This design comes from an exercise in tuning for small area, a short achievable clock period and few clock cycles on the open sky130 flow, not from production work.
RTL that was checked went through simulation tests only; none was proved equivalent to the original.
No driver is modelled on the clock port, so clock power and skew are understated where the tree is cut down; a real chip needs a root buffer or a tree.

## P
==> flow/design.v (excerpt) <==
module ELA(clk, rst, ready, in_data, data_rd, req, wen, addr, data_wr, done);
For scale: roughly 680 cells after synthesis, about 43 I/O pins, roughly 5900 um2 of cells after synthesis.
==> module ELA, before the edit <==
module ELA(clk, rst, ready, in_data, data_rd, req, wen, addr, data_wr, done);
	input				clk;
	input				rst;
	input				ready;
	input		[7:0]	in_data;
	input		[7:0]	data_rd;
	output reg			req;
	output reg			wen;
	output reg	[12:0]	addr;
	output reg	[7:0]	data_wr;
	output reg			done;
localparam IDLE = 2'd0, STR = 2'd1, ODD = 2'd2, FIN = 2'd3;
localparam [11:0] LAST_GROUP = 12'd3970;	 
reg [1:0]  mode;
reg [11:0] n;		 
reg        pu, pw, pl;
reg        rdy;		 
always @(posedge clk or posedge rst) begin
	if(rst) begin
		mode <= IDLE;
		rdy <= 1'b0;
	end
	else begin
		rdy <= ready;
		case(mode)
			IDLE: if(rdy)
				mode <= STR;
			STR: if(n == 12'd4095)
				mode <= ODD;
			ODD: if(n == LAST_GROUP && pu)
				mode <= FIN;
			default: ;
		endcase
	end
end
always @(posedge clk) begin
	req <= ((mode == IDLE) && rdy) ||
	       ((mode == STR) && (n[6:0] == 7'd127) && (n[11:7] != 5'd31));
	wen <= (mode == STR) || ((mode == ODD) && pu && (n >= 12'd3));
	done <= (mode == FIN);
end
always @(posedge clk) begin
	if(mode == ODD) begin
		pu <= pl;
		pw <= pu;
		pl <= pw;
	end
	else begin
		pu <= 1'b0;
		pw <= 1'b0;
		pl <= 1'b1;
	end
end
always @(posedge clk) begin
	if(mode == IDLE)
		n <= 12'd0;
	else if(mode == STR || pw)
		n <= n + 12'd1;
end
wire [6:0]  wc = n[6:0] - 7'd3;
wire [4:0]  wr = n[11:7] - {4'd0, (n[6:2] == 5'd0) && (n[1:0] != 2'd3)};
wire [11:0] w = {wr, wc};
wire [4:0]  lrow = n[11:7] + 5'd1;
always @(posedge clk) begin
	if(mode != ODD || pl)
		addr <= {n[11:7], 1'b0, n[6:0]};
	else if(pu)
		addr <= {w[11:7], 1'b1, w[6:0]};
	else
		addr <= {lrow, 1'b0, n[6:0]};
end
wire edge_col = (n[6:1] == 6'd1);
function [7:0] avg;
	input [7:0] a, b;
	reg [8:0] t;
	begin
		t = {1'b0, a} + {1'b0, b};
		avg = t[8:1];
	end
endfunction
reg [7:0] U0, U1, U2;
reg [7:0] L0, L1, L2;
always @(posedge clk) begin
	U0 <= pu ? U1 : U0;
	U1 <= U2;
	U2 <= pu ? data_rd : U1;
	L0 <= L1;
	L1 <= pu ? L2 : L0;
	L2 <= pl ? data_rd : L0;
end
wire [7:0] ut = pw ? U1 : U0;
wire [8:0] sd = {1'b0, ut} - {1'b0, L2};
wire [7:0] ad = sd[8] ? (8'd0 - sd[7:0]) : sd[7:0];
reg [7:0] Dp, Mp;		 
reg [7:0] Dmin, M;		 
reg       xlty;			 
always @(posedge clk) begin
	Dp <= ad;
	Mp <= avg(ut, L2);
	xlty <= sd[8];
end
wire [8:0] cmp = {1'b0, Dmin} + {1'b0, ~Dp} + {8'd0, !pl};
wire better = cmp[8];
always @(posedge clk) begin
	if(pw || (pl && better)) begin
		Dmin <= Dp;
		M <= Mp;
	end
end
wire vert = edge_col || better;
wire [7:0] x = U0, y = L0;
wire gx = (x >= M);
wire gy = (y >= M);
wire pick_x = xlty ? gx : !(gx || gy);
wire pick_y = xlty ? !(gx || gy) : gy;
wire [7:0] med = pick_x ? x : pick_y ? y : M;
wire [7:0] blue = vert ? Mp : med;
always @(posedge clk) begin
	if(mode == STR)
		data_wr <= in_data;
	else
		data_wr <= blue;
end
endmodule
Settings: LEC_CHECK=0, ABC_AREA=1, CAP_MARGIN=20, CORE_MARGIN=2, CORE_UTILIZATION=40, SLEW_MARGIN=20; clock period 8.5 ns.
standard.sh (not shown) runs the stock make flow with config.mk's settings and CLKGATE_MAP_FILE= SYNTH_SCRIPT=/design/flow/synth_recipe.tcl, a recipe that flattens the netlist after the stock synthesis.
==> flow/flow/run.sh <==
#!/bin/bash
# Layout flow: the standard flow with the standard synthesis unchanged,
# small port buffers, a one-level clock tree (flow/post_cts.tcl) and timing
# repair aimed below the clock period. Each step's output goes to a log file
# of its own in this folder; ORFS keeps its own logs under orfs/logs.
set -euo pipefail
here=$(pwd)
bash standard.sh synth > synth.log 2>&1
bash standard.sh \
  BUFFER_PORTS_ARGS="-buffer_cell sky130_fd_sc_hd__buf_2" \
  CTS_ARGS="-sink_clustering_enable -repair_clock_nets -buf_list sky130_fd_sc_hd__clkbuf_16 -dont_use_dummy_load" \
  POST_CTS_TCL="$here/flow/post_cts.tcl" \
  SETUP_SLACK_MARGIN=6.0 SKIP_CTS_REPAIR_TIMING=1 \
  finish > layout.log 2>&1
Other scripts of this flow, unchanged in this note and not shown: flow/flow/clocktree.tcl, flow/flow/post_cts.tcl
Changes in Q relative to P:
--- a/flow/design.v
+++ b/flow/design.v
@@ -20,25 +20,35 @@
 	if(rst) begin
 		mode <= IDLE;
 		rdy <= 1'b0;
+		req <= 1'b0;
+		wen <= 1'b0;
+		done <= 1'b0;
 	end
 	else begin
 		rdy <= ready;
+		req <= 1'b0;
+		wen <= 1'b0;
+		done <= 1'b0;
 		case(mode)
-			IDLE: if(rdy)
+			IDLE: if(rdy) begin
 				mode <= STR;
-			STR: if(n == 12'd4095)
-				mode <= ODD;
-			ODD: if(n == LAST_GROUP && pu)
-				mode <= FIN;
-			default: ;
+				req <= 1'b1;
+			end
+			STR: begin
+				wen <= 1'b1;
+				if(n[6:0] == 7'd127 && n[11:7] != 5'd31)
+					req <= 1'b1;
+				if(n == 12'd4095)
+					mode <= ODD;
+			end
+			ODD: begin
+				wen <= pu && (n >= 12'd3);
+				if(n == LAST_GROUP && pu)
+					mode <= FIN;
+			end
+			default: done <= 1'b1;
 		endcase
 	end
-end
-always @(posedge clk) begin
-	req <= ((mode == IDLE) && rdy) ||
-	       ((mode == STR) && (n[6:0] == 7'd127) && (n[11:7] != 5'd31));
-	wen <= (mode == STR) || ((mode == ODD) && pu && (n >= 12'd3));
-	done <= (mode == FIN);
 end
 always @(posedge clk) begin
 	if(mode == ODD) begin
==> run summary <==
[compare] base=P new=Q: total vias in the final route moved down; routability congestion estimate from global placement level. Q vs. P: routed wire length on met2 went up by 0.98%. Any difference in aggregate global-route resource usage between Q and P is small enough to ignore. In the flow results for Q and P, the gate count of the mapped netlist is smaller on P.
Testbench counts of Q, summed over its fixed seeds: cycles 256,192.
No functional check of the RTL was part of P. No run of this note takes its clock network from TritonCTS; it comes from the design's own scripts or RTL.

The RTL this note starts from:
==> flow/design.v <==
`timescale 1ns/10ps
module ELA(clk, rst, ready, in_data, data_rd, req, wen, addr, data_wr, done);
	input				clk;
	input				rst;
	input				ready;
	input		[7:0]	in_data;
	input		[7:0]	data_rd;
	output reg			req;
	output reg			wen;
	output reg	[12:0]	addr;
	output reg	[7:0]	data_wr;
	output reg			done;
localparam IDLE = 2'd0, STR = 2'd1, ODD = 2'd2, FIN = 2'd3;
localparam [11:0] LAST_GROUP = 12'd3970;	 
reg [1:0]  mode;
reg [11:0] n;		 
reg        pu, pw, pl;
reg        rdy;		 
always @(posedge clk or posedge rst) begin
	if(rst) begin
		mode <= IDLE;
		rdy <= 1'b0;
		req <= 1'b0;
		wen <= 1'b0;
		done <= 1'b0;
	end
	else begin
		rdy <= ready;
		req <= 1'b0;
		wen <= 1'b0;
		done <= 1'b0;
		case(mode)
			IDLE: if(rdy) begin
				mode <= STR;
				req <= 1'b1;
			end
			STR: begin
				wen <= 1'b1;
				if(n[6:0] == 7'd127 && n[11:7] != 5'd31)
					req <= 1'b1;
				if(n == 12'd4095)
					mode <= ODD;
			end
			ODD: begin
				wen <= pu && (n >= 12'd3);
				if(n == LAST_GROUP && pu)
					mode <= FIN;
			end
			default: done <= 1'b1;
		endcase
	end
end
always @(posedge clk) begin
	if(mode == ODD) begin
		pu <= pl;
		pw <= pu;
		pl <= pw;
	end
	else begin
		pu <= 1'b0;
		pw <= 1'b0;
		pl <= 1'b1;
	end
end
always @(posedge clk) begin
	if(mode == IDLE)
		n <= 12'd0;
	else if(mode == STR || pw)
		n <= n + 12'd1;
end
wire [6:0]  wc = n[6:0] - 7'd3;
wire [4:0]  wr = n[11:7] - {4'd0, (n[6:2] == 5'd0) && (n[1:0] != 2'd3)};
wire [11:0] w = {wr, wc};
wire [4:0]  lrow = n[11:7] + 5'd1;
always @(posedge clk) begin
	if(mode != ODD || pl)
		addr <= {n[11:7], 1'b0, n[6:0]};
	else if(pu)
		addr <= {w[11:7], 1'b1, w[6:0]};
	else
		addr <= {lrow, 1'b0, n[6:0]};
end
wire edge_col = (n[6:1] == 6'd1);
function [7:0] avg;
	input [7:0] a, b;
	reg [8:0] t;
	begin
		t = {1'b0, a} + {1'b0, b};
		avg = t[8:1];
	end
endfunction
reg [7:0] U0, U1, U2;
reg [7:0] L0, L1, L2;
always @(posedge clk) begin
	U0 <= pu ? U1 : U0;
	U1 <= U2;
	U2 <= pu ? data_rd : U1;
	L0 <= L1;
	L1 <= pu ? L2 : L0;
	L2 <= pl ? data_rd : L0;
end
wire [7:0] ut = pw ? U1 : U0;
wire [8:0] sd = {1'b0, ut} - {1'b0, L2};
wire [7:0] ad = sd[8] ? (8'd0 - sd[7:0]) : sd[7:0];
reg [7:0] Dp, Mp;		 
reg [7:0] Dmin;			 
reg       xlty;			 
always @(posedge clk) begin
	Dp <= ad;
	Mp <= avg(ut, L2);
	xlty <= sd[8];
end
wire [8:0] cmp = {1'b0, Dmin} + {1'b0, ~Dp} + {8'd0, !pl};
wire better = cmp[8];
wire keep = pw || (pl && better);	 
always @(posedge clk) begin
	if(keep)
		Dmin <= Dp;
end
wire [7:0] M = data_wr;
wire vert = edge_col || better;
wire [7:0] x = U0, y = L0;
wire gx = (x >= M);
wire gy = (y >= M);
wire pick_x = xlty ? gx : !(gx || gy);
wire pick_y = xlty ? !(gx || gy) : gy;
wire [7:0] med = pick_x ? x : pick_y ? y : M;
wire [7:0] blue = vert ? Mp : med;
always @(posedge clk) begin
	if(mode == STR)
		data_wr <= in_data;
	else if(keep)
		data_wr <= Mp;
	else if(pu)
		data_wr <= blue;
end
endmodule
==> flow/config.mk <==
export PLATFORM = sky130hd
export DESIGN_NAME = ELA
export DESIGN_NICKNAME = ELA
export VERILOG_FILES = /design/flow/design.v
export SDC_FILE = /design/flow/constraint.sdc
export NUM_CORES = 4
export LEC_CHECK = 0
export ABC_AREA = 1
export CAP_MARGIN = 20
export CORE_MARGIN = 2
export CORE_UTILIZATION = 40
export SLEW_MARGIN = 20
==> flow/constraint.sdc <==
create_clock -name core_clock -period 8.5 [get_ports {clk}]
set_input_delay 1.7000 -clock core_clock [delete_from_list [all_inputs] [get_ports {clk}]]
set_output_delay 1.7000 -clock core_clock [all_outputs]
set_load 0.01 [all_outputs]
Scripts as last shown in full above: flow/flow/run.sh
Other scripts of this flow, unchanged in this note and not shown: flow/flow/clocktree.tcl, flow/flow/post_cts.tcl
==> next run, changes <==
--- a/flow/design.v
+++ b/flow/design.v
@@ -93,16 +93,16 @@
 reg [7:0] L0, L1, L2;
 always @(posedge clk) begin
-	U0 <= pu ? U1 : U0;
-	U1 <= U2;
-	U2 <= pu ? data_rd : U1;
+	U0 <= U1;
+	U1 <= pu ? U2 : U0;
+	U2 <= pu ? data_rd : U2;
 	L0 <= L1;
 	L1 <= pu ? L2 : L0;
 	L2 <= pl ? data_rd : L0;
 end
-wire [7:0] ut = pw ? U1 : U0;
+wire [7:0] ut = pu ? U0 : U1;
 wire [8:0] sd = {1'b0, ut} - {1'b0, L2};
 wire [7:0] ad = sd[8] ? (8'd0 - sd[7:0]) : sd[7:0];
 reg [7:0] Dp, Mp;		 
-reg [7:0] Dmin;			 
+reg [7:0] Dmin, M;		 
 reg       xlty;			 
 always @(posedge clk) begin
@@ -113,10 +113,10 @@
 wire [8:0] cmp = {1'b0, Dmin} + {1'b0, ~Dp} + {8'd0, !pl};
 wire better = cmp[8];
-wire keep = pw || (pl && better);	 
 always @(posedge clk) begin
-	if(keep)
+	if(pw || (pl && better)) begin
 		Dmin <= Dp;
+		M <= Mp;
+	end
 end
-wire [7:0] M = data_wr;
 wire vert = edge_col || better;
 wire [7:0] x = U0, y = L0;
@@ -130,7 +130,5 @@
 	if(mode == STR)
 		data_wr <= in_data;
-	else if(keep)
-		data_wr <= Mp;
-	else if(pu)
+	else
 		data_wr <= blue;
 end
After rerunning: The new run completed without violations. Die area climbs by a few percent. Maximum frequency climbs by a few percent. Utilization drops by 0.28 points. Area after synthesis climbs by a few percent. Worst setup slack improves by 0.11 ns. Clock skew hardly moves. Worst hold slack is about the same. Via count climbs by a few percent. Routed wire length climbs by a little under a tenth. Sequential share of layout area climbs by 1.3 points.
Function was not checked in any run of this note: the RTL went through the layout flow alone. No run of this note takes its clock network from TritonCTS; it comes from the design's own scripts or RTL.

-- re-timing with driven ports --
How much do the figures lean on ideal ports? The routed layouts below were timed once more, with nothing changed but the port constraints. Step 1: set_driving_cell puts a clkbuf_16 on clk and a buf_2 on each other input, an assumption about the parent block. Step 2 times the ports against the registers' clock, not the clock port: input delays grow and output delays shrink by t, the midpoint of the rising clock arrivals with the driver on. a / b / c = ideal ports / drivers / drivers and shift; a / b = the first two.
run	t (ns)	slack for setup (ns)	worst setup path after step 2	clock arrival spread, ns	worst data-port slew with drivers (ns)
P	0.254	6.080 / 6.079 / 6.080	register to register	0.009 / 0.009	0.04
Q	0.255	6.109 / 6.023 / 6.161	register to register	0.019 / 0.018	0.03
the first run of note 2	0.249	6.014 / 5.934 / 6.089	register to register	0.016 / 0.016	0.03
the second run of note 2	0.262	6.127 / 6.035 / 6.147	register to register	0.015 / 0.015	0.05
After both steps every run listed still meets setup and hold.
